This is an optimization exercise on Yosys and OpenROAD, whose aim is small area and a short achievable clock period, not a production implementation.
No functional check of the RTL was part of any run shown here.
No activity file was given, so power comes from the tool's default toggle rates.

## flow/design.v (module list and top-level ports; edited modules follow where they fit)
// module ALU: 1023 lines
// module P_INV: 1 lines
// module P_ND2: 1 lines
// module P_NR2: 1 lines
// module P_AN2: 1 lines
// module P_OR2: 1 lines
// module P_ND3: 1 lines
// module P_AN3: 1 lines
// module P_O211AI: 1 lines
// module P_O311AI: 1 lines
// module P_O411AI: 1 lines
// module P_XOR2: 1 lines
// module P_XNR2: 1 lines
// module P_MX2I: 1 lines
// module P_OAI21: 1 lines
// module P_AOI21: 1 lines
// module P_O21A: 1 lines
// module P_HA: 1 lines
// module P_A222OI: 3 lines
// module ShifterSignExtender: 305 lines
// module XSel: 38 lines
// module AmtDec: 39 lines
// module ex_datapath: 81 lines
module ex_datapath(
    input  wire        CLK,
    input  wire [31:0] A,
    input  wire [31:0] Rm,
    input  wire [11:0] I,
    input  wire [1:0]  AM,
    input  wire        CIN,
    input  wire [3:0]  Op,
    output reg  [31:0] Out,
    output wire        Z,
    output wire        N,
    output reg         C,
    output reg         V
);
  // ...
==> flow/flow/run.sh <==
#!/bin/bash
set -euo pipefail
MARGIN=6.25
export BUFFER_PORTS_ARGS="-buffer_cell sky130_fd_sc_hd__buf_1"
sed "s|\"\${@:-finish}\"|SETUP_SLACK_MARGIN=${MARGIN} \"\${@:-finish}\"|" standard.sh > standard_margin.sh
grep -q "SETUP_SLACK_MARGIN=${MARGIN}" standard_margin.sh
bash standard_margin.sh > flow_make.log 2>&1
==> flow/standard.sh <==
#!/bin/bash
# synth_recipe.tcl (not shown) runs the flow's synth.tcl, then flattens the netlist and writes it again
# the make line also repeats each setting of config.mk as NAME=value (left out here)
make -C /OpenROAD-flow-scripts/flow DESIGN_CONFIG=/design/flow/config.mk WORK_HOME=/design/flow/orfs CLKGATE_MAP_FILE= SYNTH_SCRIPT=/design/flow/synth_recipe.tcl "${@:-finish}"
==> flow/config.mk <==
export PLATFORM = sky130hd
export DESIGN_NAME = ex_datapath
export DESIGN_NICKNAME = ex_datapath
export VERILOG_FILES = /design/flow/design.v
export SDC_FILE = /design/flow/constraint.sdc
export NUM_CORES = 4
export LEC_CHECK = 0
export CAP_MARGIN = 20
export CORE_MARGIN = 2
export CORE_UTILIZATION = 40
export CTS_BUF_LIST = sky130_fd_sc_hd__clkbuf_4 sky130_fd_sc_hd__clkbuf_8
export SLEW_MARGIN = 20
export SYNTH_HIERARCHICAL = 1
export TNS_END_PERCENT = 5
==> flow/constraint.sdc <==
create_clock -name core_clock -period 9.0 [get_ports {CLK}]
set_input_delay 1.8000 -clock core_clock [delete_from_list [all_inputs] [get_ports {CLK}]]
set_output_delay 1.8000 -clock core_clock [all_outputs]
set_load 0.01 [all_outputs]
==> results.cfg, run 1 <==
[yosys]
synth_cells = 917
synth_top_family_by_area = multiplexers
synth_top_area_share_pct = 29.9
synth_area_mm2 = 0.00808
async_reset_ff_share_pct = 0
ys_ff_latch = 117

[finish]
fin_cells = 1381
syn2layout_area_growth_pct = 30.7
multi_input_cells = 710

[detailed_routing]
top_layer_used = met4
wirelength_um = 22100
avgViaCountPerCell = 5.26

[clock_tree]
cts_buffers = 17
cts_setup_buffers = 18
htreeDepth = 4
cts.repair.resized = 80

[floorplanning]
rows = 51
taps = 265

[grt]
grt_pass1_wl_um = 34200
grt_max_degree = 41

[power_and_ir_drop]
p_comb_share_pct = 45.0
p_switching_uw = 861

[timing]
slew_viol_final = 0
setup_viol = 0

[status]
outcome = no timing/DRC/antenna violations

[setup_path]
critPathBufInv = 2
rrSetupSlack_ns = 5.46
path_depth = 19
==> module ALU, before the edit <==
module ALU(
    input  [31:0] xn,
    input  [31:0] Rn,
    input         amt4,
    input  [4:0]  msh,       
    input         mleft,     
    input         bz,        
    input         fill,
    input         arith,
    input         cinn,
    input         vg, vp, vk,
    output [31:0] Out,
    output [3:0]  zb,
    output        cout, c31, pall, p31, g31
);
    wire [3:0]  gtn, eqn;
    wire [7:0]  gen;
    genvar a, b;
    generate for (a = 0; a < 4; a = a + 1) begin : g_a
        wire [1:0] aa = mleft ? a : 3 - a;
        assign gtn[a] = bz | ~(aa > msh[4:3]);
        assign eqn[a] = bz | ~(aa == msh[4:3]);
    end endgenerate
    generate for (b = 0; b < 8; b = b + 1) begin : g_b
        wire [2:0] bb = mleft ? b : 7 - b;
        assign gen[b] = ~(bb >= msh[2:0]);
    end endgenerate
    wire w147;
    wire w148;
    wire w149;
    wire w150;
    wire w151;
    wire w152;
    wire w153;
    wire w154;
    wire w155;
    wire w156;
    wire w157;
    wire w158;
    wire w159;
    wire w160;
    wire w161;
    wire w162;
    wire w163;
    wire w164;
    wire w165;
    wire w166;
    wire w167;
    wire w168;
    wire w169;
    wire w170;
    wire w171;
    wire w172;
    wire w173;
    wire w174;
    wire w175;
    wire w176;
    wire w177;
    wire w178;
    wire w179;
    wire w180;
    wire w181;
    wire w182;
    wire w183;
    wire w184;
    wire w185;
    wire w186;
    wire w187;
    wire w188;
    wire w189;
    wire w190;
    wire w191;
    wire w192;
    wire w193;
    wire w194;
    wire w195;
    wire w196;
    wire w197;
    wire w198;
    wire w199;
    wire w200;
    wire w201;
    wire w202;
    wire w203;
    wire w204;
    wire w205;
    wire w206;
    wire w207;
    wire w208;
    wire w209;
    wire w210;
    wire w211;
    wire w212;
    wire w213;
    wire w214;
    wire w215;
    wire w216;
    wire w217;
    wire w218;
    wire w219;
    wire w220;
    wire w221;
    wire w222;
    wire w223;
    wire w224;
    wire w225;
    wire w226;
    wire w227;
    wire w228;
    wire w229;
    wire w230;
    wire w231;
    wire w232;
    wire w233;
    wire w234;
    wire w235;
    wire w236;
    wire w237;
    wire w238;
    wire w239;
    wire w240;
    wire w241;
    wire w242;
    wire w243;
    wire w244;
    wire w245;
    wire w246;
    wire w247;
    wire w248;
    wire w249;
    wire w250;
    wire w251;
    wire w252;
    wire w253;
    wire w254;
    wire w255;
    wire w256;
    wire w257;
    wire w258;
    wire w259;
    wire w260;
    wire w261;
    wire w262;
    wire w263;
    wire w264;
    wire w265;
    wire w266;
    wire w267;
    wire w268;
    wire w269;
    wire w270;
    wire w271;
    wire w272;
    wire w273;
    wire w274;
    wire w275;
    wire w276;
    wire w277;
    wire w278;
    wire w279;
    wire w280;
    wire w281;
    wire w282;
    wire w283;
    wire w284;
    wire w285;
    wire w286;
    wire w287;
    wire w288;
    wire w289;
    wire w290;
    wire w291;
    wire w292;
    wire w293;
    wire w294;
    wire w295;
    wire w296;
    wire w297;
    wire w298;
    wire w299;
    wire w300;
    wire w301;
    wire w302;
    wire w303;
    wire w304;
    wire w305;
    wire w306;
    wire w307;
    wire w308;
    wire w309;
    wire w310;
    wire w311;
    wire w312;
    wire w313;
    wire w314;
    wire w315;
    wire w316;
    wire w317;
    wire w318;
    wire w319;
    wire w320;
    wire w321;
    wire w322;
    wire w323;
    wire w324;
    wire w325;
    wire w326;
    wire w327;
    wire w328;
    wire w329;
    wire w330;
    wire w331;
    wire w332;
    wire w333;
    wire w334;
    wire w335;
    wire w336;
    wire w337;
    wire w338;
    wire w339;
    wire w340;
    wire w341;
    wire w342;
    wire w343;
    wire w344;
    wire w345;
    wire w346;
    wire w347;
    wire w348;
    wire w349;
    wire w350;
    wire w351;
    wire w352;
    wire w353;
    wire w354;
    wire w355;
    wire w356;
    wire w357;
    wire w358;
    wire w359;
    wire w360;
    wire w361;
    wire w362;
    wire w363;
    wire w364;
    wire w365;
    wire w366;
    wire w367;
    wire w368;
    wire w369;
    wire w370;
    wire w371;
    wire w372;
    wire w373;
    wire w374;
    wire w375;
    wire w376;
    wire w377;
    wire w378;
    wire w379;
    wire w380;
    wire w381;
    wire w382;
    wire w383;
    wire w384;
    wire w385;
    wire w386;
    wire w387;
    wire w388;
    wire w389;
    wire w390;
    wire w391;
    wire w392;
    wire w393;
    wire w394;
    wire w395;
    wire w396;
    wire w397;
    wire w398;
    wire w399;
    wire w400;
    wire w401;
    wire w402;
    wire w403;
    wire w404;
    wire w405;
    wire w406;
    wire w407;
    wire w408;
    wire w409;
    wire w410;
    wire w411;
    wire w412;
    wire w413;
    wire w414;
    wire w415;
    wire w416;
    wire w417;
    wire w418;
    wire w419;
    wire w420;
    wire w421;
    wire w422;
    wire w423;
    wire w424;
    wire w425;
    wire w426;
    wire w427;
    wire w428;
    wire w429;
    wire w430;
    wire w431;
    wire w432;
    wire w433;
    wire w434;
    wire w435;
    wire w436;
    wire w437;
    wire w438;
    wire w439;
    wire w440;
    wire w441;
    wire w442;
    wire w443;
    wire w444;
    wire w445;
    wire w446;
    wire w447;
    wire w448;
    wire w449;
    wire w450;
    wire w451;
    wire w452;
    wire w453;
    wire w454;
    wire w455;
    wire w456;
    wire w457;
    wire w458;
    wire w459;
    wire w460;
    wire w461;
    wire w462;
    wire w463;
    wire w464;
    wire w465;
    wire w466;
    wire w467;
    wire w468;
    wire w469;
    wire w470;
    wire w471;
    wire w472;
    wire w473;
    wire w474;
    wire w475;
    wire w476;
    wire w477;
    wire w478;
    wire w479;
    wire w480;
    wire w481;
    wire w482;
    wire w483;
    wire w484;
    wire w485;
    wire w486;
    wire w487;
    wire w488;
    wire w489;
    wire w490;
    wire w491;
    wire w492;
    wire w493;
    wire w494;
    wire w495;
    wire w496;
    wire w497;
    wire w498;
    wire w499;
    wire w500;
    wire w501;
    wire w502;
    wire w503;
    wire w504;
    wire w505;
    wire w506;
    wire w507;
    wire w508;
    wire w509;
    wire w510;
    wire w511;
    wire w512;
    wire w513;
    wire w514;
    wire w515;
    wire w516;
    wire w517;
    wire w518;
    wire w519;
    wire w520;
    wire w521;
    wire w522;
    wire w523;
    wire w524;
    wire w525;
    wire w526;
    wire w527;
    wire w528;
    wire w529;
    wire w530;
    wire w531;
    wire w532;
    wire w533;
    wire w534;
    wire w535;
    wire w536;
    wire w537;
    wire w538;
    wire w539;
    wire w540;
    wire w541;
    wire w542;
    wire w543;
    wire w544;
    wire w545;
    wire w546;
    wire w547;
    wire w548;
    wire w549;
    wire w550;
    wire w551;
    wire w552;
    wire w553;
    wire w554;
    wire w555;
    wire w556;
    wire w557;
    wire w558;
    wire w559;
    wire w560;
    wire w561;
    wire w562;
    wire w563;
    wire w564;
    wire w565;
    wire w566;
    wire w567;
    wire w568;
    wire w569;
    wire w570;
    wire w571;
    wire w572;
    wire w573;
    wire w574;
    wire w575;
    wire w576;
    wire w577;
    wire w578;
    wire w579;
    wire w580;
    wire w581;
    wire w582;
    wire w583;
    wire w584;
    wire w585;
    wire w586;
    wire w587;
    wire w588;
    wire w589;
    wire w590;
    wire w591;
    wire w592;
    wire w593;
    wire w594;
    wire w595;
    wire w596;
    wire w597;
    wire w598;
    wire w599;
    wire w600;
    wire w601;
    wire w602;
    wire w603;
    wire w604;
    wire w605;
    wire w606;
    wire w607;
    wire w608;
    wire w609;
    wire w610;
    wire w611;
    wire w612;
    wire w613;
    wire w614;
    wire w615;
    wire w616;
    wire w617;
    wire w618;
    wire w619;
    wire w620;
    wire w621;
    wire w622;
    wire w623;
    wire w624;
    wire w625;
    wire w626;
    wire w627;
    wire w628;
    wire w629;
    wire w630;
    wire w631;
    wire w632;
    wire w633;
    wire w634;
    wire w635;
    wire w636;
    wire w637;
    wire w638;
    wire w639;
    P_MX2I u1(.A0(Rn[0]), .A1(Rn[16]), .S(amt4), .Y(w147));
    P_MX2I u2(.A0(Rn[1]), .A1(Rn[17]), .S(amt4), .Y(w148));
    P_MX2I u3(.A0(Rn[2]), .A1(Rn[18]), .S(amt4), .Y(w149));
    P_MX2I u4(.A0(Rn[3]), .A1(Rn[19]), .S(amt4), .Y(w150));
    P_MX2I u5(.A0(Rn[4]), .A1(Rn[20]), .S(amt4), .Y(w151));
    P_MX2I u6(.A0(Rn[5]), .A1(Rn[21]), .S(amt4), .Y(w152));
    P_MX2I u7(.A0(Rn[6]), .A1(Rn[22]), .S(amt4), .Y(w153));
    P_MX2I u8(.A0(Rn[7]), .A1(Rn[23]), .S(amt4), .Y(w154));
    P_MX2I u9(.A0(Rn[8]), .A1(Rn[24]), .S(amt4), .Y(w155));
    P_MX2I u10(.A0(Rn[9]), .A1(Rn[25]), .S(amt4), .Y(w156));
    P_MX2I u11(.A0(Rn[10]), .A1(Rn[26]), .S(amt4), .Y(w157));
    P_MX2I u12(.A0(Rn[11]), .A1(Rn[27]), .S(amt4), .Y(w158));
    P_MX2I u13(.A0(Rn[12]), .A1(Rn[28]), .S(amt4), .Y(w159));
    P_MX2I u14(.A0(Rn[13]), .A1(Rn[29]), .S(amt4), .Y(w160));
    P_MX2I u15(.A0(Rn[14]), .A1(Rn[30]), .S(amt4), .Y(w161));
    P_MX2I u16(.A0(Rn[15]), .A1(Rn[31]), .S(amt4), .Y(w162));
    P_MX2I u17(.A0(Rn[16]), .A1(Rn[0]), .S(amt4), .Y(w163));
    P_MX2I u18(.A0(Rn[17]), .A1(Rn[1]), .S(amt4), .Y(w164));
    P_MX2I u19(.A0(Rn[18]), .A1(Rn[2]), .S(amt4), .Y(w165));
    P_MX2I u20(.A0(Rn[19]), .A1(Rn[3]), .S(amt4), .Y(w166));
    P_MX2I u21(.A0(Rn[20]), .A1(Rn[4]), .S(amt4), .Y(w167));
    P_MX2I u22(.A0(Rn[21]), .A1(Rn[5]), .S(amt4), .Y(w168));
    P_MX2I u23(.A0(Rn[22]), .A1(Rn[6]), .S(amt4), .Y(w169));
    P_MX2I u24(.A0(Rn[23]), .A1(Rn[7]), .S(amt4), .Y(w170));
    P_MX2I u25(.A0(Rn[24]), .A1(Rn[8]), .S(amt4), .Y(w171));
    P_MX2I u26(.A0(Rn[25]), .A1(Rn[9]), .S(amt4), .Y(w172));
    P_MX2I u27(.A0(Rn[26]), .A1(Rn[10]), .S(amt4), .Y(w173));
    P_MX2I u28(.A0(Rn[27]), .A1(Rn[11]), .S(amt4), .Y(w174));
    P_MX2I u29(.A0(Rn[28]), .A1(Rn[12]), .S(amt4), .Y(w175));
    P_MX2I u30(.A0(Rn[29]), .A1(Rn[13]), .S(amt4), .Y(w176));
    P_MX2I u31(.A0(Rn[30]), .A1(Rn[14]), .S(amt4), .Y(w177));
    P_MX2I u32(.A0(Rn[31]), .A1(Rn[15]), .S(amt4), .Y(w178));
    P_OAI21 u33(.A1(eqn[0]), .A2(gen[0]), .B1(gtn[0]), .Y(w179));
    P_OAI21 u34(.A1(eqn[0]), .A2(gen[1]), .B1(gtn[0]), .Y(w180));
    P_OAI21 u35(.A1(eqn[0]), .A2(gen[2]), .B1(gtn[0]), .Y(w181));
    P_OAI21 u36(.A1(eqn[0]), .A2(gen[3]), .B1(gtn[0]), .Y(w182));
    P_OAI21 u37(.A1(eqn[0]), .A2(gen[4]), .B1(gtn[0]), .Y(w183));
    P_OAI21 u38(.A1(eqn[0]), .A2(gen[5]), .B1(gtn[0]), .Y(w184));
    P_OAI21 u39(.A1(eqn[0]), .A2(gen[6]), .B1(gtn[0]), .Y(w185));
    P_OAI21 u40(.A1(eqn[0]), .A2(gen[7]), .B1(gtn[0]), .Y(w186));
    P_OAI21 u41(.A1(eqn[1]), .A2(gen[0]), .B1(gtn[1]), .Y(w187));
    P_OAI21 u42(.A1(eqn[1]), .A2(gen[1]), .B1(gtn[1]), .Y(w188));
    P_OAI21 u43(.A1(eqn[1]), .A2(gen[2]), .B1(gtn[1]), .Y(w189));
    P_OAI21 u44(.A1(eqn[1]), .A2(gen[3]), .B1(gtn[1]), .Y(w190));
    P_OAI21 u45(.A1(eqn[1]), .A2(gen[4]), .B1(gtn[1]), .Y(w191));
    P_OAI21 u46(.A1(eqn[1]), .A2(gen[5]), .B1(gtn[1]), .Y(w192));
    P_OAI21 u47(.A1(eqn[1]), .A2(gen[6]), .B1(gtn[1]), .Y(w193));
    P_OAI21 u48(.A1(eqn[1]), .A2(gen[7]), .B1(gtn[1]), .Y(w194));
    P_OAI21 u49(.A1(eqn[2]), .A2(gen[0]), .B1(gtn[2]), .Y(w195));
    P_OAI21 u50(.A1(eqn[2]), .A2(gen[1]), .B1(gtn[2]), .Y(w196));
    P_OAI21 u51(.A1(eqn[2]), .A2(gen[2]), .B1(gtn[2]), .Y(w197));
    P_OAI21 u52(.A1(eqn[2]), .A2(gen[3]), .B1(gtn[2]), .Y(w198));
    P_OAI21 u53(.A1(eqn[2]), .A2(gen[4]), .B1(gtn[2]), .Y(w199));
    P_OAI21 u54(.A1(eqn[2]), .A2(gen[5]), .B1(gtn[2]), .Y(w200));
    P_OAI21 u55(.A1(eqn[2]), .A2(gen[6]), .B1(gtn[2]), .Y(w201));
    P_OAI21 u56(.A1(eqn[2]), .A2(gen[7]), .B1(gtn[2]), .Y(w202));
    P_OAI21 u57(.A1(eqn[3]), .A2(gen[0]), .B1(gtn[3]), .Y(w203));
    P_OAI21 u58(.A1(eqn[3]), .A2(gen[1]), .B1(gtn[3]), .Y(w204));
    P_OAI21 u59(.A1(eqn[3]), .A2(gen[2]), .B1(gtn[3]), .Y(w205));
    P_OAI21 u60(.A1(eqn[3]), .A2(gen[3]), .B1(gtn[3]), .Y(w206));
    P_OAI21 u61(.A1(eqn[3]), .A2(gen[4]), .B1(gtn[3]), .Y(w207));
    P_OAI21 u62(.A1(eqn[3]), .A2(gen[5]), .B1(gtn[3]), .Y(w208));
    P_OAI21 u63(.A1(eqn[3]), .A2(gen[6]), .B1(gtn[3]), .Y(w209));
    P_OAI21 u64(.A1(eqn[3]), .A2(gen[7]), .B1(gtn[3]), .Y(w210));
    P_MX2I u65(.A0(fill), .A1(w147), .S(w179), .Y(w211));
    P_MX2I u66(.A0(fill), .A1(w148), .S(w180), .Y(w212));
    P_MX2I u67(.A0(fill), .A1(w149), .S(w181), .Y(w213));
    P_MX2I u68(.A0(fill), .A1(w150), .S(w182), .Y(w214));
    P_MX2I u69(.A0(fill), .A1(w151), .S(w183), .Y(w215));
    P_MX2I u70(.A0(fill), .A1(w152), .S(w184), .Y(w216));
    P_MX2I u71(.A0(fill), .A1(w153), .S(w185), .Y(w217));
    P_MX2I u72(.A0(fill), .A1(w154), .S(w186), .Y(w218));
    P_MX2I u73(.A0(fill), .A1(w155), .S(w187), .Y(w219));
    P_MX2I u74(.A0(fill), .A1(w156), .S(w188), .Y(w220));
    P_MX2I u75(.A0(fill), .A1(w157), .S(w189), .Y(w221));
    P_MX2I u76(.A0(fill), .A1(w158), .S(w190), .Y(w222));
    P_MX2I u77(.A0(fill), .A1(w159), .S(w191), .Y(w223));
    P_MX2I u78(.A0(fill), .A1(w160), .S(w192), .Y(w224));
    P_MX2I u79(.A0(fill), .A1(w161), .S(w193), .Y(w225));
    P_MX2I u80(.A0(fill), .A1(w162), .S(w194), .Y(w226));
    P_MX2I u81(.A0(fill), .A1(w163), .S(w195), .Y(w227));
    P_MX2I u82(.A0(fill), .A1(w164), .S(w196), .Y(w228));
    P_MX2I u83(.A0(fill), .A1(w165), .S(w197), .Y(w229));
    P_MX2I u84(.A0(fill), .A1(w166), .S(w198), .Y(w230));
    P_MX2I u85(.A0(fill), .A1(w167), .S(w199), .Y(w231));
    P_MX2I u86(.A0(fill), .A1(w168), .S(w200), .Y(w232));
    P_MX2I u87(.A0(fill), .A1(w169), .S(w201), .Y(w233));
    P_MX2I u88(.A0(fill), .A1(w170), .S(w202), .Y(w234));
    P_MX2I u89(.A0(fill), .A1(w171), .S(w203), .Y(w235));
    P_MX2I u90(.A0(fill), .A1(w172), .S(w204), .Y(w236));
    P_MX2I u91(.A0(fill), .A1(w173), .S(w205), .Y(w237));
    P_MX2I u92(.A0(fill), .A1(w174), .S(w206), .Y(w238));
    P_MX2I u93(.A0(fill), .A1(w175), .S(w207), .Y(w239));
    P_MX2I u94(.A0(fill), .A1(w176), .S(w208), .Y(w240));
    P_MX2I u95(.A0(fill), .A1(w177), .S(w209), .Y(w241));
    P_MX2I u96(.A0(fill), .A1(w178), .S(w210), .Y(w242));
    P_HA u97(.A(xn[0]), .B(w211), .S(w243), .CO(w244));
    P_NR2 u98(.A(w243), .B(w244), .Y(w245));
    P_ND2 u99(.A(w245), .B(arith), .Y(w246));
    P_INV u100(.A(w243), .Y(w247));
    P_HA u101(.A(xn[1]), .B(w212), .S(w248), .CO(w249));
    P_NR2 u102(.A(w248), .B(w249), .Y(w250));
    P_ND2 u103(.A(w250), .B(arith), .Y(w251));
    P_INV u104(.A(w248), .Y(w252));
    P_HA u105(.A(xn[2]), .B(w213), .S(w253), .CO(w254));
    P_NR2 u106(.A(w253), .B(w254), .Y(w255));
    P_ND2 u107(.A(w255), .B(arith), .Y(w256));
    P_INV u108(.A(w253), .Y(w257));
    P_HA u109(.A(xn[3]), .B(w214), .S(w258), .CO(w259));
    P_NR2 u110(.A(w258), .B(w259), .Y(w260));
    P_ND2 u111(.A(w260), .B(arith), .Y(w261));
    P_INV u112(.A(w258), .Y(w262));
    P_HA u113(.A(xn[4]), .B(w215), .S(w263), .CO(w264));
    P_NR2 u114(.A(w263), .B(w264), .Y(w265));
    P_ND2 u115(.A(w265), .B(arith), .Y(w266));
    P_INV u116(.A(w263), .Y(w267));
    P_HA u117(.A(xn[5]), .B(w216), .S(w268), .CO(w269));
    P_NR2 u118(.A(w268), .B(w269), .Y(w270));
    P_ND2 u119(.A(w270), .B(arith), .Y(w271));
    P_INV u120(.A(w268), .Y(w272));
    P_HA u121(.A(xn[6]), .B(w217), .S(w273), .CO(w274));
    P_NR2 u122(.A(w273), .B(w274), .Y(w275));
    P_ND2 u123(.A(w275), .B(arith), .Y(w276));
    P_INV u124(.A(w273), .Y(w277));
    P_HA u125(.A(xn[7]), .B(w218), .S(w278), .CO(w279));
    P_NR2 u126(.A(w278), .B(w279), .Y(w280));
    P_ND2 u127(.A(w280), .B(arith), .Y(w281));
    P_INV u128(.A(w278), .Y(w282));
    P_HA u129(.A(xn[8]), .B(w219), .S(w283), .CO(w284));
    P_NR2 u130(.A(w283), .B(w284), .Y(w285));
    P_ND2 u131(.A(w285), .B(arith), .Y(w286));
    P_INV u132(.A(w283), .Y(w287));
    P_HA u133(.A(xn[9]), .B(w220), .S(w288), .CO(w289));
    P_NR2 u134(.A(w288), .B(w289), .Y(w290));
    P_ND2 u135(.A(w290), .B(arith), .Y(w291));
    P_INV u136(.A(w288), .Y(w292));
    P_HA u137(.A(xn[10]), .B(w221), .S(w293), .CO(w294));
    P_NR2 u138(.A(w293), .B(w294), .Y(w295));
    P_ND2 u139(.A(w295), .B(arith), .Y(w296));
    P_INV u140(.A(w293), .Y(w297));
    P_HA u141(.A(xn[11]), .B(w222), .S(w298), .CO(w299));
    P_NR2 u142(.A(w298), .B(w299), .Y(w300));
    P_ND2 u143(.A(w300), .B(arith), .Y(w301));
    P_INV u144(.A(w298), .Y(w302));
    P_HA u145(.A(xn[12]), .B(w223), .S(w303), .CO(w304));
    P_NR2 u146(.A(w303), .B(w304), .Y(w305));
    P_ND2 u147(.A(w305), .B(arith), .Y(w306));
    P_INV u148(.A(w303), .Y(w307));
    P_HA u149(.A(xn[13]), .B(w224), .S(w308), .CO(w309));
    P_NR2 u150(.A(w308), .B(w309), .Y(w310));
    P_ND2 u151(.A(w310), .B(arith), .Y(w311));
    P_INV u152(.A(w308), .Y(w312));
    P_HA u153(.A(xn[14]), .B(w225), .S(w313), .CO(w314));
    P_NR2 u154(.A(w313), .B(w314), .Y(w315));
    P_ND2 u155(.A(w315), .B(arith), .Y(w316));
    P_INV u156(.A(w313), .Y(w317));
    P_HA u157(.A(xn[15]), .B(w226), .S(w318), .CO(w319));
    P_NR2 u158(.A(w318), .B(w319), .Y(w320));
    P_ND2 u159(.A(w320), .B(arith), .Y(w321));
    P_INV u160(.A(w318), .Y(w322));
    P_HA u161(.A(xn[16]), .B(w227), .S(w323), .CO(w324));
    P_NR2 u162(.A(w323), .B(w324), .Y(w325));
    P_ND2 u163(.A(w325), .B(arith), .Y(w326));
    P_INV u164(.A(w323), .Y(w327));
    P_HA u165(.A(xn[17]), .B(w228), .S(w328), .CO(w329));
    P_NR2 u166(.A(w328), .B(w329), .Y(w330));
    P_ND2 u167(.A(w330), .B(arith), .Y(w331));
    P_INV u168(.A(w328), .Y(w332));
    P_HA u169(.A(xn[18]), .B(w229), .S(w333), .CO(w334));
    P_NR2 u170(.A(w333), .B(w334), .Y(w335));
    P_ND2 u171(.A(w335), .B(arith), .Y(w336));
    P_INV u172(.A(w333), .Y(w337));
    P_HA u173(.A(xn[19]), .B(w230), .S(w338), .CO(w339));
    P_NR2 u174(.A(w338), .B(w339), .Y(w340));
    P_ND2 u175(.A(w340), .B(arith), .Y(w341));
    P_INV u176(.A(w338), .Y(w342));
    P_HA u177(.A(xn[20]), .B(w231), .S(w343), .CO(w344));
    P_NR2 u178(.A(w343), .B(w344), .Y(w345));
    P_ND2 u179(.A(w345), .B(arith), .Y(w346));
    P_INV u180(.A(w343), .Y(w347));
    P_HA u181(.A(xn[21]), .B(w232), .S(w348), .CO(w349));
    P_NR2 u182(.A(w348), .B(w349), .Y(w350));
    P_ND2 u183(.A(w350), .B(arith), .Y(w351));
    P_INV u184(.A(w348), .Y(w352));
    P_HA u185(.A(xn[22]), .B(w233), .S(w353), .CO(w354));
    P_NR2 u186(.A(w353), .B(w354), .Y(w355));
    P_ND2 u187(.A(w355), .B(arith), .Y(w356));
    P_INV u188(.A(w353), .Y(w357));
    P_HA u189(.A(xn[23]), .B(w234), .S(w358), .CO(w359));
    P_NR2 u190(.A(w358), .B(w359), .Y(w360));
    P_ND2 u191(.A(w360), .B(arith), .Y(w361));
    P_INV u192(.A(w358), .Y(w362));
    P_HA u193(.A(xn[24]), .B(w235), .S(w363), .CO(w364));
    P_NR2 u194(.A(w363), .B(w364), .Y(w365));
    P_ND2 u195(.A(w365), .B(arith), .Y(w366));
    P_INV u196(.A(w363), .Y(w367));
    P_HA u197(.A(xn[25]), .B(w236), .S(w368), .CO(w369));
    P_NR2 u198(.A(w368), .B(w369), .Y(w370));
    P_ND2 u199(.A(w370), .B(arith), .Y(w371));
    P_INV u200(.A(w368), .Y(w372));
    P_HA u201(.A(xn[26]), .B(w237), .S(w373), .CO(w374));
    P_NR2 u202(.A(w373), .B(w374), .Y(w375));
    P_ND2 u203(.A(w375), .B(arith), .Y(w376));
    P_INV u204(.A(w373), .Y(w377));
    P_HA u205(.A(xn[27]), .B(w238), .S(w378), .CO(w379));
    P_NR2 u206(.A(w378), .B(w379), .Y(w380));
    P_ND2 u207(.A(w380), .B(arith), .Y(w381));
    P_INV u208(.A(w378), .Y(w382));
    P_HA u209(.A(xn[28]), .B(w239), .S(w383), .CO(w384));
    P_NR2 u210(.A(w383), .B(w384), .Y(w385));
    P_ND2 u211(.A(w385), .B(arith), .Y(w386));
    P_INV u212(.A(w383), .Y(w387));
    P_HA u213(.A(xn[29]), .B(w240), .S(w388), .CO(w389));
    P_NR2 u214(.A(w388), .B(w389), .Y(w390));
    P_ND2 u215(.A(w390), .B(arith), .Y(w391));
    P_INV u216(.A(w388), .Y(w392));
    P_HA u217(.A(xn[30]), .B(w241), .S(w393), .CO(w394));
    P_NR2 u218(.A(w393), .B(w394), .Y(w395));
    P_ND2 u219(.A(w395), .B(arith), .Y(w396));
    P_INV u220(.A(w393), .Y(w397));
    P_HA u221(.A(xn[31]), .B(w242), .S(w398), .CO(w399));
    P_NR2 u222(.A(w398), .B(w399), .Y(w400));
    P_ND2 u223(.A(w400), .B(arith), .Y(w401));
    P_INV u224(.A(w398), .Y(w402));
    P_O21A u225(.A1(w247), .A2(cinn), .B1(w246), .Y(w403));
    P_OAI21 u226(.A1(w252), .A2(w403), .B1(w251), .Y(w404));
    P_NR2 u227(.A(w252), .B(w247), .Y(w405));
    P_OAI21 u228(.A1(w262), .A2(w256), .B1(w261), .Y(w406));
    P_NR2 u229(.A(w262), .B(w257), .Y(w407));
    P_OAI21 u230(.A1(w272), .A2(w266), .B1(w271), .Y(w408));
    P_NR2 u231(.A(w272), .B(w267), .Y(w409));
    P_OAI21 u232(.A1(w282), .A2(w276), .B1(w281), .Y(w410));
    P_NR2 u233(.A(w282), .B(w277), .Y(w411));
    P_OAI21 u234(.A1(w292), .A2(w286), .B1(w291), .Y(w412));
    P_NR2 u235(.A(w292), .B(w287), .Y(w413));
    P_OAI21 u236(.A1(w302), .A2(w296), .B1(w301), .Y(w414));
    P_NR2 u237(.A(w302), .B(w297), .Y(w415));
    P_OAI21 u238(.A1(w312), .A2(w306), .B1(w311), .Y(w416));
    P_NR2 u239(.A(w312), .B(w307), .Y(w417));
    P_OAI21 u240(.A1(w322), .A2(w316), .B1(w321), .Y(w418));
    P_NR2 u241(.A(w322), .B(w317), .Y(w419));
    P_OAI21 u242(.A1(w332), .A2(w326), .B1(w331), .Y(w420));
    P_NR2 u243(.A(w332), .B(w327), .Y(w421));
    P_OAI21 u244(.A1(w342), .A2(w336), .B1(w341), .Y(w422));
    P_NR2 u245(.A(w342), .B(w337), .Y(w423));
    P_OAI21 u246(.A1(w352), .A2(w346), .B1(w351), .Y(w424));
    P_NR2 u247(.A(w352), .B(w347), .Y(w425));
    P_OAI21 u248(.A1(w362), .A2(w356), .B1(w361), .Y(w426));
    P_NR2 u249(.A(w362), .B(w357), .Y(w427));
    P_OAI21 u250(.A1(w372), .A2(w366), .B1(w371), .Y(w428));
    P_NR2 u251(.A(w372), .B(w367), .Y(w429));
    P_OAI21 u252(.A1(w382), .A2(w376), .B1(w381), .Y(w430));
    P_NR2 u253(.A(w382), .B(w377), .Y(w431));
    P_OAI21 u254(.A1(w392), .A2(w386), .B1(w391), .Y(w432));
    P_NR2 u255(.A(w392), .B(w387), .Y(w433));
    P_OAI21 u256(.A1(w402), .A2(w396), .B1(w401), .Y(w434));
    P_NR2 u257(.A(w402), .B(w397), .Y(w435));
    P_INV u258(.A(w256), .Y(w436));
    P_INV u259(.A(w257), .Y(w437));
    P_AOI21 u260(.A1(w437), .A2(w404), .B1(w436), .Y(w438));
    P_AOI21 u261(.A1(w407), .A2(w404), .B1(w406), .Y(w439));
    P_ND2 u262(.A(w407), .B(w405), .Y(w440));
    P_INV u263(.A(w276), .Y(w441));
    P_INV u264(.A(w277), .Y(w442));
    P_AOI21 u265(.A1(w442), .A2(w408), .B1(w441), .Y(w443));
    P_ND2 u266(.A(w442), .B(w409), .Y(w444));
    P_AOI21 u267(.A1(w411), .A2(w408), .B1(w410), .Y(w445));
    P_ND2 u268(.A(w411), .B(w409), .Y(w446));
    P_INV u269(.A(w296), .Y(w447));
    P_INV u270(.A(w297), .Y(w448));
    P_AOI21 u271(.A1(w448), .A2(w412), .B1(w447), .Y(w449));
    P_ND2 u272(.A(w448), .B(w413), .Y(w450));
    P_AOI21 u273(.A1(w415), .A2(w412), .B1(w414), .Y(w451));
    P_ND2 u274(.A(w415), .B(w413), .Y(w452));
    P_INV u275(.A(w316), .Y(w453));
    P_INV u276(.A(w317), .Y(w454));
    P_AOI21 u277(.A1(w454), .A2(w416), .B1(w453), .Y(w455));
    P_ND2 u278(.A(w454), .B(w417), .Y(w456));
    P_AOI21 u279(.A1(w419), .A2(w416), .B1(w418), .Y(w457));
    P_ND2 u280(.A(w419), .B(w417), .Y(w458));
    P_INV u281(.A(w336), .Y(w459));
    P_INV u282(.A(w337), .Y(w460));
    P_AOI21 u283(.A1(w460), .A2(w420), .B1(w459), .Y(w461));
    P_ND2 u284(.A(w460), .B(w421), .Y(w462));
    P_AOI21 u285(.A1(w423), .A2(w420), .B1(w422), .Y(w463));
    P_ND2 u286(.A(w423), .B(w421), .Y(w464));
    P_INV u287(.A(w356), .Y(w465));
    P_INV u288(.A(w357), .Y(w466));
    P_AOI21 u289(.A1(w466), .A2(w424), .B1(w465), .Y(w467));
    P_ND2 u290(.A(w466), .B(w425), .Y(w468));
    P_AOI21 u291(.A1(w427), .A2(w424), .B1(w426), .Y(w469));
    P_ND2 u292(.A(w427), .B(w425), .Y(w470));
    P_INV u293(.A(w376), .Y(w471));
    P_INV u294(.A(w377), .Y(w472));
    P_AOI21 u295(.A1(w472), .A2(w428), .B1(w471), .Y(w473));
    P_ND2 u296(.A(w472), .B(w429), .Y(w474));
    P_AOI21 u297(.A1(w431), .A2(w428), .B1(w430), .Y(w475));
    P_ND2 u298(.A(w431), .B(w429), .Y(w476));
    P_INV u299(.A(w396), .Y(w477));
    P_INV u300(.A(w397), .Y(w478));
    P_AOI21 u301(.A1(w478), .A2(w432), .B1(w477), .Y(w479));
    P_ND2 u302(.A(w478), .B(w433), .Y(w480));
    P_AOI21 u303(.A1(w435), .A2(w432), .B1(w434), .Y(w481));
    P_ND2 u304(.A(w435), .B(w433), .Y(w482));
    P_OAI21 u305(.A1(w267), .A2(w439), .B1(w266), .Y(w483));
    P_INV u306(.A(w408), .Y(w484));
    P_INV u307(.A(w409), .Y(w485));
    P_OAI21 u308(.A1(w485), .A2(w439), .B1(w484), .Y(w486));
    P_OAI21 u309(.A1(w444), .A2(w439), .B1(w443), .Y(w487));
    P_OAI21 u310(.A1(w446), .A2(w439), .B1(w445), .Y(w488));
    P_NR2 u311(.A(w446), .B(w440), .Y(w489));
    P_OAI21 u312(.A1(w307), .A2(w451), .B1(w306), .Y(w490));
    P_NR2 u313(.A(w307), .B(w452), .Y(w491));
    P_INV u314(.A(w416), .Y(w492));
    P_INV u315(.A(w417), .Y(w493));
    P_OAI21 u316(.A1(w493), .A2(w451), .B1(w492), .Y(w494));
    P_NR2 u317(.A(w493), .B(w452), .Y(w495));
    P_OAI21 u318(.A1(w456), .A2(w451), .B1(w455), .Y(w496));
    P_NR2 u319(.A(w456), .B(w452), .Y(w497));
    P_OAI21 u320(.A1(w458), .A2(w451), .B1(w457), .Y(w498));
    P_NR2 u321(.A(w458), .B(w452), .Y(w499));
    P_OAI21 u322(.A1(w347), .A2(w463), .B1(w346), .Y(w500));
    P_NR2 u323(.A(w347), .B(w464), .Y(w501));
    P_INV u324(.A(w424), .Y(w502));
    P_INV u325(.A(w425), .Y(w503));
    P_OAI21 u326(.A1(w503), .A2(w463), .B1(w502), .Y(w504));
    P_NR2 u327(.A(w503), .B(w464), .Y(w505));
    P_OAI21 u328(.A1(w468), .A2(w463), .B1(w467), .Y(w506));
    P_NR2 u329(.A(w468), .B(w464), .Y(w507));
    P_OAI21 u330(.A1(w470), .A2(w463), .B1(w469), .Y(w508));
    P_NR2 u331(.A(w470), .B(w464), .Y(w509));
    P_OAI21 u332(.A1(w387), .A2(w475), .B1(w386), .Y(w510));
    P_NR2 u333(.A(w387), .B(w476), .Y(w511));
    P_INV u334(.A(w432), .Y(w512));
    P_INV u335(.A(w433), .Y(w513));
    P_OAI21 u336(.A1(w513), .A2(w475), .B1(w512), .Y(w514));
    P_NR2 u337(.A(w513), .B(w476), .Y(w515));
    P_OAI21 u338(.A1(w480), .A2(w475), .B1(w479), .Y(w516));
    P_NR2 u339(.A(w480), .B(w476), .Y(w517));
    P_OAI21 u340(.A1(w482), .A2(w475), .B1(w481), .Y(w518));
    P_NR2 u341(.A(w482), .B(w476), .Y(w519));
    P_INV u342(.A(w286), .Y(w520));
    P_INV u343(.A(w287), .Y(w521));
    P_AOI21 u344(.A1(w521), .A2(w488), .B1(w520), .Y(w522));
    P_AOI21 u345(.A1(w413), .A2(w488), .B1(w412), .Y(w523));
    P_INV u346(.A(w449), .Y(w524));
    P_INV u347(.A(w450), .Y(w525));
    P_AOI21 u348(.A1(w525), .A2(w488), .B1(w524), .Y(w526));
    P_INV u349(.A(w451), .Y(w527));
    P_INV u350(.A(w452), .Y(w528));
    P_AOI21 u351(.A1(w528), .A2(w488), .B1(w527), .Y(w529));
    P_AOI21 u352(.A1(w491), .A2(w488), .B1(w490), .Y(w530));
    P_AOI21 u353(.A1(w495), .A2(w488), .B1(w494), .Y(w531));
    P_AOI21 u354(.A1(w497), .A2(w488), .B1(w496), .Y(w532));
    P_AOI21 u355(.A1(w499), .A2(w488), .B1(w498), .Y(w533));
    P_ND2 u356(.A(w499), .B(w489), .Y(w534));
    P_INV u357(.A(w366), .Y(w535));
    P_INV u358(.A(w367), .Y(w536));
    P_AOI21 u359(.A1(w536), .A2(w508), .B1(w535), .Y(w537));
    P_ND2 u360(.A(w536), .B(w509), .Y(w538));
    P_AOI21 u361(.A1(w429), .A2(w508), .B1(w428), .Y(w539));
    P_ND2 u362(.A(w429), .B(w509), .Y(w540));
    P_INV u363(.A(w473), .Y(w541));
    P_INV u364(.A(w474), .Y(w542));
    P_AOI21 u365(.A1(w542), .A2(w508), .B1(w541), .Y(w543));
    P_ND2 u366(.A(w542), .B(w509), .Y(w544));
    P_INV u367(.A(w475), .Y(w545));
    P_INV u368(.A(w476), .Y(w546));
    P_AOI21 u369(.A1(w546), .A2(w508), .B1(w545), .Y(w547));
    P_ND2 u370(.A(w546), .B(w509), .Y(w548));
    P_AOI21 u371(.A1(w511), .A2(w508), .B1(w510), .Y(w549));
    P_ND2 u372(.A(w511), .B(w509), .Y(w550));
    P_AOI21 u373(.A1(w515), .A2(w508), .B1(w514), .Y(w551));
    P_ND2 u374(.A(w515), .B(w509), .Y(w552));
    P_AOI21 u375(.A1(w517), .A2(w508), .B1(w516), .Y(w553));
    P_ND2 u376(.A(w517), .B(w509), .Y(w554));
    P_AOI21 u377(.A1(w519), .A2(w508), .B1(w518), .Y(w555));
    P_ND2 u378(.A(w519), .B(w509), .Y(w556));
    P_OAI21 u379(.A1(w327), .A2(w533), .B1(w326), .Y(w557));
    P_INV u380(.A(w420), .Y(w558));
    P_INV u381(.A(w421), .Y(w559));
    P_OAI21 u382(.A1(w559), .A2(w533), .B1(w558), .Y(w560));
    P_OAI21 u383(.A1(w462), .A2(w533), .B1(w461), .Y(w561));
    P_OAI21 u384(.A1(w464), .A2(w533), .B1(w463), .Y(w562));
    P_INV u385(.A(w500), .Y(w563));
    P_INV u386(.A(w501), .Y(w564));
    P_OAI21 u387(.A1(w564), .A2(w533), .B1(w563), .Y(w565));
    P_INV u388(.A(w504), .Y(w566));
    P_INV u389(.A(w505), .Y(w567));
    P_OAI21 u390(.A1(w567), .A2(w533), .B1(w566), .Y(w568));
    P_INV u391(.A(w506), .Y(w569));
    P_INV u392(.A(w507), .Y(w570));
    P_OAI21 u393(.A1(w570), .A2(w533), .B1(w569), .Y(w571));
    P_INV u394(.A(w508), .Y(w572));
    P_INV u395(.A(w509), .Y(w573));
    P_OAI21 u396(.A1(w573), .A2(w533), .B1(w572), .Y(w574));
    P_OAI21 u397(.A1(w538), .A2(w533), .B1(w537), .Y(w575));
    P_OAI21 u398(.A1(w540), .A2(w533), .B1(w539), .Y(w576));
    P_OAI21 u399(.A1(w544), .A2(w533), .B1(w543), .Y(w577));
    P_OAI21 u400(.A1(w548), .A2(w533), .B1(w547), .Y(w578));
    P_OAI21 u401(.A1(w550), .A2(w533), .B1(w549), .Y(w579));
    P_OAI21 u402(.A1(w552), .A2(w533), .B1(w551), .Y(w580));
    P_OAI21 u403(.A1(w554), .A2(w533), .B1(w553), .Y(w581));
    P_OAI21 u404(.A1(w556), .A2(w533), .B1(w555), .Y(w582));
    P_NR2 u405(.A(w556), .B(w534), .Y(w583));
    P_A222OI u406(.A1(w245), .A2(vg), .B1(w243), .B2(vp), .C1(w244), .C2(vk), .Y(w584));
    P_A222OI u407(.A1(w250), .A2(vg), .B1(w248), .B2(vp), .C1(w249), .C2(vk), .Y(w585));
    P_A222OI u408(.A1(w255), .A2(vg), .B1(w253), .B2(vp), .C1(w254), .C2(vk), .Y(w586));
    P_A222OI u409(.A1(w260), .A2(vg), .B1(w258), .B2(vp), .C1(w259), .C2(vk), .Y(w587));
    P_A222OI u410(.A1(w265), .A2(vg), .B1(w263), .B2(vp), .C1(w264), .C2(vk), .Y(w588));
    P_A222OI u411(.A1(w270), .A2(vg), .B1(w268), .B2(vp), .C1(w269), .C2(vk), .Y(w589));
    P_A222OI u412(.A1(w275), .A2(vg), .B1(w273), .B2(vp), .C1(w274), .C2(vk), .Y(w590));
    P_A222OI u413(.A1(w280), .A2(vg), .B1(w278), .B2(vp), .C1(w279), .C2(vk), .Y(w591));
    P_A222OI u414(.A1(w285), .A2(vg), .B1(w283), .B2(vp), .C1(w284), .C2(vk), .Y(w592));
    P_A222OI u415(.A1(w290), .A2(vg), .B1(w288), .B2(vp), .C1(w289), .C2(vk), .Y(w593));
    P_A222OI u416(.A1(w295), .A2(vg), .B1(w293), .B2(vp), .C1(w294), .C2(vk), .Y(w594));
    P_A222OI u417(.A1(w300), .A2(vg), .B1(w298), .B2(vp), .C1(w299), .C2(vk), .Y(w595));
    P_A222OI u418(.A1(w305), .A2(vg), .B1(w303), .B2(vp), .C1(w304), .C2(vk), .Y(w596));
    P_A222OI u419(.A1(w310), .A2(vg), .B1(w308), .B2(vp), .C1(w309), .C2(vk), .Y(w597));
    P_A222OI u420(.A1(w315), .A2(vg), .B1(w313), .B2(vp), .C1(w314), .C2(vk), .Y(w598));
    P_A222OI u421(.A1(w320), .A2(vg), .B1(w318), .B2(vp), .C1(w319), .C2(vk), .Y(w599));
    P_A222OI u422(.A1(w325), .A2(vg), .B1(w323), .B2(vp), .C1(w324), .C2(vk), .Y(w600));
    P_A222OI u423(.A1(w330), .A2(vg), .B1(w328), .B2(vp), .C1(w329), .C2(vk), .Y(w601));
    P_A222OI u424(.A1(w335), .A2(vg), .B1(w333), .B2(vp), .C1(w334), .C2(vk), .Y(w602));
    P_A222OI u425(.A1(w340), .A2(vg), .B1(w338), .B2(vp), .C1(w339), .C2(vk), .Y(w603));
    P_A222OI u426(.A1(w345), .A2(vg), .B1(w343), .B2(vp), .C1(w344), .C2(vk), .Y(w604));
    P_A222OI u427(.A1(w350), .A2(vg), .B1(w348), .B2(vp), .C1(w349), .C2(vk), .Y(w605));
    P_A222OI u428(.A1(w355), .A2(vg), .B1(w353), .B2(vp), .C1(w354), .C2(vk), .Y(w606));
    P_A222OI u429(.A1(w360), .A2(vg), .B1(w358), .B2(vp), .C1(w359), .C2(vk), .Y(w607));
    P_A222OI u430(.A1(w365), .A2(vg), .B1(w363), .B2(vp), .C1(w364), .C2(vk), .Y(w608));
    P_A222OI u431(.A1(w370), .A2(vg), .B1(w368), .B2(vp), .C1(w369), .C2(vk), .Y(w609));
    P_A222OI u432(.A1(w375), .A2(vg), .B1(w373), .B2(vp), .C1(w374), .C2(vk), .Y(w610));
    P_A222OI u433(.A1(w380), .A2(vg), .B1(w378), .B2(vp), .C1(w379), .C2(vk), .Y(w611));
    P_A222OI u434(.A1(w385), .A2(vg), .B1(w383), .B2(vp), .C1(w384), .C2(vk), .Y(w612));
    P_A222OI u435(.A1(w390), .A2(vg), .B1(w388), .B2(vp), .C1(w389), .C2(vk), .Y(w613));
    P_A222OI u436(.A1(w395), .A2(vg), .B1(w393), .B2(vp), .C1(w394), .C2(vk), .Y(w614));
    P_A222OI u437(.A1(w400), .A2(vg), .B1(w398), .B2(vp), .C1(w399), .C2(vk), .Y(w615));
    P_XOR2 u438(.A(w584), .B(cinn), .Y(Out[0]));
    P_XOR2 u439(.A(w585), .B(w403), .Y(Out[1]));
    P_XNR2 u440(.A(w586), .B(w404), .Y(Out[2]));
    P_XOR2 u441(.A(w587), .B(w438), .Y(Out[3]));
    P_XOR2 u442(.A(w588), .B(w439), .Y(Out[4]));
    P_XNR2 u443(.A(w589), .B(w483), .Y(Out[5]));
    P_XNR2 u444(.A(w590), .B(w486), .Y(Out[6]));
    P_XNR2 u445(.A(w591), .B(w487), .Y(Out[7]));
    P_XNR2 u446(.A(w592), .B(w488), .Y(Out[8]));
    P_XOR2 u447(.A(w593), .B(w522), .Y(Out[9]));
    P_XOR2 u448(.A(w594), .B(w523), .Y(Out[10]));
    P_XOR2 u449(.A(w595), .B(w526), .Y(Out[11]));
    P_XOR2 u450(.A(w596), .B(w529), .Y(Out[12]));
    P_XOR2 u451(.A(w597), .B(w530), .Y(Out[13]));
    P_XOR2 u452(.A(w598), .B(w531), .Y(Out[14]));
    P_XOR2 u453(.A(w599), .B(w532), .Y(Out[15]));
    P_XOR2 u454(.A(w600), .B(w533), .Y(Out[16]));
    P_XNR2 u455(.A(w601), .B(w557), .Y(Out[17]));
    P_XNR2 u456(.A(w602), .B(w560), .Y(Out[18]));
    P_XNR2 u457(.A(w603), .B(w561), .Y(Out[19]));
    P_XNR2 u458(.A(w604), .B(w562), .Y(Out[20]));
    P_XNR2 u459(.A(w605), .B(w565), .Y(Out[21]));
    P_XNR2 u460(.A(w606), .B(w568), .Y(Out[22]));
    P_XNR2 u461(.A(w607), .B(w571), .Y(Out[23]));
    P_XNR2 u462(.A(w608), .B(w574), .Y(Out[24]));
    P_XNR2 u463(.A(w609), .B(w575), .Y(Out[25]));
    P_XNR2 u464(.A(w610), .B(w576), .Y(Out[26]));
    P_XNR2 u465(.A(w611), .B(w577), .Y(Out[27]));
    P_XNR2 u466(.A(w612), .B(w578), .Y(Out[28]));
    P_XNR2 u467(.A(w613), .B(w579), .Y(Out[29]));
    P_XNR2 u468(.A(w614), .B(w580), .Y(Out[30]));
    P_XNR2 u469(.A(w615), .B(w581), .Y(Out[31]));
    P_NR2 u470(.A(Out[0]), .B(Out[1]), .Y(w616));
    P_NR2 u471(.A(Out[2]), .B(Out[3]), .Y(w617));
    P_NR2 u472(.A(Out[4]), .B(Out[5]), .Y(w618));
    P_NR2 u473(.A(Out[6]), .B(Out[7]), .Y(w619));
    P_ND2 u474(.A(w616), .B(w617), .Y(w620));
    P_ND2 u475(.A(w618), .B(w619), .Y(w621));
    P_NR2 u476(.A(w620), .B(w621), .Y(zb[0]));
    P_NR2 u477(.A(Out[8]), .B(Out[9]), .Y(w622));
    P_NR2 u478(.A(Out[10]), .B(Out[11]), .Y(w623));
    P_NR2 u479(.A(Out[12]), .B(Out[13]), .Y(w624));
    P_NR2 u480(.A(Out[14]), .B(Out[15]), .Y(w625));
    P_ND2 u481(.A(w622), .B(w623), .Y(w626));
    P_ND2 u482(.A(w624), .B(w625), .Y(w627));
    P_NR2 u483(.A(w626), .B(w627), .Y(zb[1]));
    P_NR2 u484(.A(Out[16]), .B(Out[17]), .Y(w628));
    P_NR2 u485(.A(Out[18]), .B(Out[19]), .Y(w629));
    P_NR2 u486(.A(Out[20]), .B(Out[21]), .Y(w630));
    P_NR2 u487(.A(Out[22]), .B(Out[23]), .Y(w631));
    P_ND2 u488(.A(w628), .B(w629), .Y(w632));
    P_ND2 u489(.A(w630), .B(w631), .Y(w633));
    P_NR2 u490(.A(w632), .B(w633), .Y(zb[2]));
    P_NR2 u491(.A(Out[24]), .B(Out[25]), .Y(w634));
    P_NR2 u492(.A(Out[26]), .B(Out[27]), .Y(w635));
    P_NR2 u493(.A(Out[28]), .B(Out[29]), .Y(w636));
    P_NR2 u494(.A(Out[30]), .B(Out[31]), .Y(w637));
    P_ND2 u495(.A(w634), .B(w635), .Y(w638));
    P_ND2 u496(.A(w636), .B(w637), .Y(w639));
    P_NR2 u497(.A(w638), .B(w639), .Y(zb[3]));
    assign cout  = w582;
    assign c31   = w581;
    assign pall  = w583;
    assign p31   = w398;
    assign g31   = w400;
endmodule
==> module ex_datapath, before the edit <==
module ex_datapath(
    input  wire        CLK,
    input  wire [31:0] A,
    input  wire [31:0] Rm,
    input  wire [11:0] I,
    input  wire [1:0]  AM,
    input  wire        CIN,
    input  wire [3:0]  Op,
    output reg  [31:0] Out,
    output wire        Z,
    output wire        N,
    output reg         C,
    output reg         V
);
    wire add   = (Op[3:1] == 3'b000);
    wire fsub  = (Op[3:1] == 3'b001);
    wire rsub  = (Op[3:1] == 3'b010);
    wire arith = add | fsub | rsub;
    wire cin   = rsub ? ~(Op[0] & CIN) : (add | fsub) & Op[0] & CIN;
    wire invA  = fsub | rsub | (Op == 4'b1100) | (Op == 4'b1011);
    wire zA    = (Op[3:1] == 3'b101) | (Op[3:2] == 2'b11 & Op[1:0] != 2'b00);
    wire enB   = (Op != 4'b1001);
    wire vg = fsub | (Op == 4'b0110) | (Op == 4'b0111);
    wire vp = add | rsub | (Op == 4'b0111) | (Op == 4'b1000) | (Op == 4'b1010) | (Op == 4'b1011);
    wire vk = fsub | (Op == 4'b1001) | (Op == 4'b1100);
    wire       am_sh = AM[1] & AM[0];
    wire       am00  = ~AM[1] & ~AM[0];
    wire [4:0] sh    = I[11:7];
    wire [1:0] ty    = I[6:5];
    wire       lsl   = am_sh & (ty == 2'b00);
    wire       asr   = am_sh & (ty == 2'b10);
    wire       masked = am_sh & (ty != 2'b11);
    wire [4:0] amt;
    AmtDec amtdec(.AM(AM), .I(I[11:5]), .amt(amt));
    wire       sel_rm = AM[0];
    wire       ie_hi  = AM[1];
    wire       fill   = enB & asr & Rm[31];
    wire [4:0] msh = sh & {5{masked}};
    wire [31:0] xn;
    XSel xsel(.A(A), .x0(invA), .x1(~zA ^ invA), .Xn(xn));
    wire [31:0] sh_rn;
    ShifterSignExtender shifter(.Rm(Rm), .I(I), .sel_rm(sel_rm), .ie_hi(ie_hi),
                                .amt(amt[3:0]), .Rn(sh_rn));
    reg [31:0] xn_q, rn_q;
    reg        amt4_q, fill_q;
    reg [4:0]  msh_q;
    reg        mleft_q, bz_q;
    reg        arith_q, cinn_q, csub_q, vg_q, vp_q, vk_q;
    always @(posedge CLK) begin
        xn_q    <= xn;
        rn_q    <= sh_rn;
        amt4_q  <= amt[4];
        fill_q  <= fill;
        msh_q   <= msh;
        mleft_q <= lsl;
        bz_q    <= ~enB;
        arith_q <= arith;
        cinn_q  <= ~cin;
        csub_q  <= fsub | rsub;
        vg_q    <= vg;
        vp_q    <= vp;
        vk_q    <= vk;
    end
    wire [31:0] alu_out;
    wire [3:0]  alu_zb;
    wire        cout, c31, pall, p31, g31;
    ALU alu(.xn(xn_q), .Rn(rn_q), .amt4(amt4_q), .msh(msh_q), .mleft(mleft_q), .bz(bz_q),
            .fill(fill_q), .arith(arith_q), .cinn(cinn_q), .vg(vg_q), .vp(vp_q), .vk(vk_q),
            .Out(alu_out), .zb(alu_zb), .cout(cout), .c31(c31), .pall(pall), .p31(p31), .g31(g31));
    wire alu_c = arith_q & cout & ~(csub_q & pall);
    wire alu_v = arith_q & (c31 ^ cout);
    reg [3:0] zb;    
    always @(posedge CLK) begin
        Out <= alu_out;
        C   <= alu_c;
        V   <= alu_v;
        zb  <= alu_zb;
    end
    assign Z = &zb;
    assign N = Out[31];
endmodule
==> inputs of run 2 (changes only) <==
--- a/flow/design.v
+++ b/flow/design.v
@@ -2,9 +2,9 @@
     input  [31:0] xn,
     input  [31:0] Rn,
     input         amt4,
-    input  [4:0]  msh,       
-    input         mleft,     
-    input         bz,        
+    input  [3:0]  gtn,
+    input  [3:0]  eqn,
+    input  [7:0]  gen,
     input         fill,
     input         arith,
     input         cinn,
@@ -13,18 +13,6 @@
     output [3:0]  zb,
     output        cout, c31, pall, p31, g31
 );
-    wire [3:0]  gtn, eqn;
-    wire [7:0]  gen;
-    genvar a, b;
-    generate for (a = 0; a < 4; a = a + 1) begin : g_a
-        wire [1:0] aa = mleft ? a : 3 - a;
-        assign gtn[a] = bz | ~(aa > msh[4:3]);
-        assign eqn[a] = bz | ~(aa == msh[4:3]);
-    end endgenerate
-    generate for (b = 0; b < 8; b = b + 1) begin : g_b
-        wire [2:0] bb = mleft ? b : 7 - b;
-        assign gen[b] = ~(bb >= msh[2:0]);
-    end endgenerate
     wire w147;
     wire w148;
     wire w149;
@@ -1460,7 +1448,18 @@
     wire       sel_rm = AM[0];
     wire       ie_hi  = AM[1];
     wire       fill   = enB & asr & Rm[31];
-    wire [4:0] msh = sh & {5{masked}};
+    wire [3:0] gt, eq;
+    wire [7:0] ge;
+    genvar a, b;
+    generate for (a = 0; a < 4; a = a + 1) begin : g_a
+        wire [1:0] aa = lsl ? a : 3 - a;
+        assign gt[a] = enB & (~masked | (aa > sh[4:3]));
+        assign eq[a] = enB & masked & (aa == sh[4:3]);
+    end endgenerate
+    generate for (b = 0; b < 8; b = b + 1) begin : g_b
+        wire [2:0] bb = lsl ? b : 7 - b;
+        assign ge[b] = (bb >= sh[2:0]);
+    end endgenerate
     wire [31:0] xn;
     XSel xsel(.A(A), .x0(invA), .x1(~zA ^ invA), .Xn(xn));
     wire [31:0] sh_rn;
@@ -1468,17 +1467,17 @@
                                 .amt(amt[3:0]), .Rn(sh_rn));
     reg [31:0] xn_q, rn_q;
     reg        amt4_q, fill_q;
-    reg [4:0]  msh_q;
-    reg        mleft_q, bz_q;
+    reg [3:0]  gtn_q, eqn_q;
+    reg [7:0]  gen_q;
     reg        arith_q, cinn_q, csub_q, vg_q, vp_q, vk_q;
     always @(posedge CLK) begin
         xn_q    <= xn;
         rn_q    <= sh_rn;
         amt4_q  <= amt[4];
         fill_q  <= fill;
-        msh_q   <= msh;
-        mleft_q <= lsl;
-        bz_q    <= ~enB;
+        gtn_q   <= ~gt;
+        eqn_q   <= ~eq;
+        gen_q   <= ~ge;
         arith_q <= arith;
         cinn_q  <= ~cin;
         csub_q  <= fsub | rsub;
@@ -1489,7 +1488,7 @@
     wire [31:0] alu_out;
     wire [3:0]  alu_zb;
     wire        cout, c31, pall, p31, g31;
-    ALU alu(.xn(xn_q), .Rn(rn_q), .amt4(amt4_q), .msh(msh_q), .mleft(mleft_q), .bz(bz_q),
+    ALU alu(.xn(xn_q), .Rn(rn_q), .amt4(amt4_q), .gtn(gtn_q), .eqn(eqn_q), .gen(gen_q),
             .fill(fill_q), .arith(arith_q), .cinn(cinn_q), .vg(vg_q), .vp(vp_q), .vk(vk_q),
             .Out(alu_out), .zb(alu_zb), .cout(cout), .c31(c31), .pall(pall), .p31(p31), .g31(g31));
     wire alu_c = arith_q & cout & ~(csub_q & pall);
==> flow/flow/run.sh (replaced) <==
#!/bin/bash
set -euo pipefail
MARGIN=6.05
export BUFFER_PORTS_ARGS="-buffer_cell sky130_fd_sc_hd__buf_1"
sed "s|\"\${@:-finish}\"|SETUP_SLACK_MARGIN=${MARGIN} \"\${@:-finish}\"|" standard.sh > standard_margin.sh
grep -q "SETUP_SLACK_MARGIN=${MARGIN}" standard_margin.sh
bash standard_margin.sh > flow_make.log 2>&1
==> run 2 against run 1 <==
Effect of this change: first-iteration DRC count is 5.4% lower; combinational power is 8% lower; highest routed layer unchanged; utilization down 3.8 points; via count is 1.9% lower; sequential power increased by 6.7%; clock power decreased by 5.6%; final area down 4.3%; critical path depth down 10; worst hold slack worse by 0.011 ns; still clean on timing, DRC and antenna; die area up 2.1%; synthesized area increased by 2.1%.
==> results.cfg, run 2 <==
[yosys]
synth_edf_count = 0
synth_ff_type = dfxtp_1
syn_nets = 1052
synthMostInstantiatedCell = mux2i_1
ys_warn_count = 7
synth_top_area_share_pct = 30.6
synth_cells = 925
yosys-top-cells-area = dfxtp_1, mux2i_1, ha_1
avgSynthCellArea_um2 = 8.92
synth_seq_area_share_pct = 30.6
synth_cell_type_count = 37
async_reset_ff_share_pct = 0
synth_area_leader_cell = dfxtp_1
synth_commonest_cells = mux2i_1, dfxtp_1, nand2_1, inv_1, nor2_1
synth_area_mm2 = 0.00825
ys_ff_latch = 126

[finish]
layout_commonest_cell = mux2i_1
top_regs = Out x32, rn_q x32, xn_q x32
drive_above_1_share_pct = 13.6
syn2layout_area_growth_pct = 22.4
antenna_cells = 0
final_nets = 1213
layout_common_cells = mux2i_1, dfxtp_1, buf_1, nand2_1, inv_1
finalCoreUtilization_pct = 49.9

[clock_tree]
path_clk_slew_ns = 0.08
cts_sinks = 126
htreeDepth = 4
cts_buffers = 17
tritoncts = done
clockBufferDepth = 2
hold_buffers = 0
clk_latency_ns = 0.45
root_buffer = clkbuf_8

[setup_path]
cpPeakStageDelay_ns = 0.30
crit_fanout = 8
end_kind = flip-flop
arrival_ns = 3.49
rrSetupSlack_ns = 6.03
crit_path_start_kind = input pin
required_ns = 9.36
critical_path_class = in -> reg
critPathBufInv = 3
path_cells = buf_12 -> or2_4 -> nor2_4 -> mux2i_4 -> buf_12 -> clkbuf_16 -> mux2i_2 -> mux2i_1 -> mux2i_1
cpLargestDelayFamily = multiplexers
crit_slowest_cell = mux2i_4

[grt]
grt_pass1_vias = 6707
globalRouteOverflowTotal = 0
grt_pass1_wl_um = 34900
grt_max_degree = 41
antenna_found_initial = 0
grt_use_total_pct = 20.1

[detailed_routing]
drt_iter0_markers = 573
drc = 0
wl_per_cell_um = 16.0
vias = 7129
ant_nets = 0
avgViaCountPerCell = 5.21
dr.pass1.iters = 9
wirelength_um = 22000

[floorplanning]
die_h_um = 148
coreArea_mm2 = 0.0202
start_util_pct = 40.8
rows = 52
io_pins = 120
dieArea_mm2 = 0.0218
fp.dieW_um = 148

[timing]
period_needed_ns = 3.13
setup_viol = 0
slew_viol_final = 0
final.setup.tns_ns = 0
hold_viol_final = 0
rsz0062_at_grt = yes
timing.fmax_mhz = 319
period_share_pct = 34.8
fin_worst_skew_ns = 0.0122
worst_slew_pin_slew_ns = 0.492
slew_headroom_pct = 66.3

[min_path]
hold_class = reg -> reg

[placed_design]
post-dp-hpwl_um = 16200
port_buffers = 119
place.gp.congestion = 0.892

[job]
drv_cap = 0

[power_and_ir_drop]
power_per_cell_area_mw_per_mm2 = 219
irDropWorstVdd_v = 0.0000714
leakagePower_uw = 0.00432

[status]
outcome = no timing/DRC/antenna violations
==> run 2: cell count changes after synthesis, sizes merged, moves of 3 or more <==
cell and delta:
o221ai -4, dfxtp +9, nor2b -3, and2 -5
o21ba +4, a211oi -3, a21oi +4, a21o +4
==> run 2: power by group <==
part           leakage (uW)  switching [uW]  internal (uW)
sequential          0.00106            55.8            690
clock              0.000217             219            306
combinational       0.00304             564            382
total               0.00432             839           1380
==> run 2: per-module statistics from Yosys, one instance, submodules excluded, excerpt <==
module | cells inside | times used | area (um2) | flops+latches
P_XNR2 | 1 | 21 | 8.76 | 0
P_AN3 | 1 | 1 | 6.26 | 0
P_NR2 | 1 | 86 | 3.75 | 0
P_OR2 | 1 | 1 | 6.26 | 0
ex_datapath | 212 | 1 | 3130 | 126
P_AOI21 | 1 | 32 | 8.76 | 0
P_A222OI | 1 | 32 | 10.0 | 0
P_INV | 1 | 78 | 3.75 | 0
P_O311AI | 1 | 1 | 8.76 | 0
P_AN2 | 1 | 4 | 6.26 | 0
P_XOR2 | 1 | 12 | 8.76 | 0
==> run 2: per-stage QoR <==
step           instances  total power [uW]  hold WS [ns]  setup slack [ns]  area [um2]
2_1_floorplan        925              1390         0.384              5.21        8310
3_3_place_gp        1321              1620         0.438              4.66        9160
3_5_place_dp        1321              1630         0.424              4.63        9160
4_1_cts             1364              2200         0.438              5.87        9880
5_1_grt             1369              2370         0.474              5.81       10100
6_report            1369              2220         0.441              5.87       10100
==> run 2: area by class of cell <==
class	count	area, um2
clock buffers	23	298
clock inverters	9	133
fillers	1883	10100
inverters	88	334
multi-input cells	709	5670
flip-flops and latches	126	2530
well taps	270	338
repair buffers	144	798
==> run 2: cells by family after synthesis <==
| group | count (synthesis) | synth area share [%] |
|---|---|---|
| simple gates | 211 | 10.6 |
| buf+inv | 91 | 4.28 |
| xor+xnor | 35 | 3.72 |
| fa+ha+maj | 43 | 6.52 |
| compound gates | 178 | 15.1 |
| mux | 241 | 29.2 |
| flops | 126 | 30.6 |
==> run 2: repair_timing <==
action                                  CTS  global route
gates cloned                              2             1
pin swaps                                 4             4
endpoints found under the setup margin   79            63
gates resized for setup                  40            37
buffers inserted                          9             4
==> run 2: final timing paths <==
check / endpoint / depth (start not counted) / start
max: rn_q[4] / 9 / I[6]
max reg2reg: zb[1] / 14 / amt4_q
min reg2reg: C / 1 / csub_q
min: C / 1 / csub_q
==> run 2: metal layers <==
metal	share of wire (%)	GRT usage (%)
met1	46	26.2
met2	47	33.4
met3	4.7	3.46
met4	2.6	7.36
met5	0	0

static timing again, ports no longer ideal:
No port has a modelled driver above. Below, the same layouts with a new extraction and two added sets of constraints. Step 1, drivers: a clkbuf_16 drives CLK and a buf_2 each remaining input, both assumed. Step 2, shift: input delay + t, output delay - t, t = (earliest + latest rising clock arrival at the registers) / 2. This alone moves slack from input paths to output paths. Slacks: ideal / step 1 / step 2; pairs: ideal / step 1.
run | t, ns | setup WS [ns] | hold slack, ns | slew at the worst register clock pin (ns)
run 1 | 0.487 | 5.456 / 5.456 / 5.277 | 0.452 / 0.452 / 0.452 | 0.08 / 0.08
run 2 | 0.481 | 5.867 / 5.855 / 5.374 | 0.441 / 0.441 / 0.441 | 0.08 / 0.08
After both steps setup and hold are still met in every run listed. For run 2, which loses most, drivers alone change the setup slack by -0.012 ns; drivers and shift together by -0.493 ns.
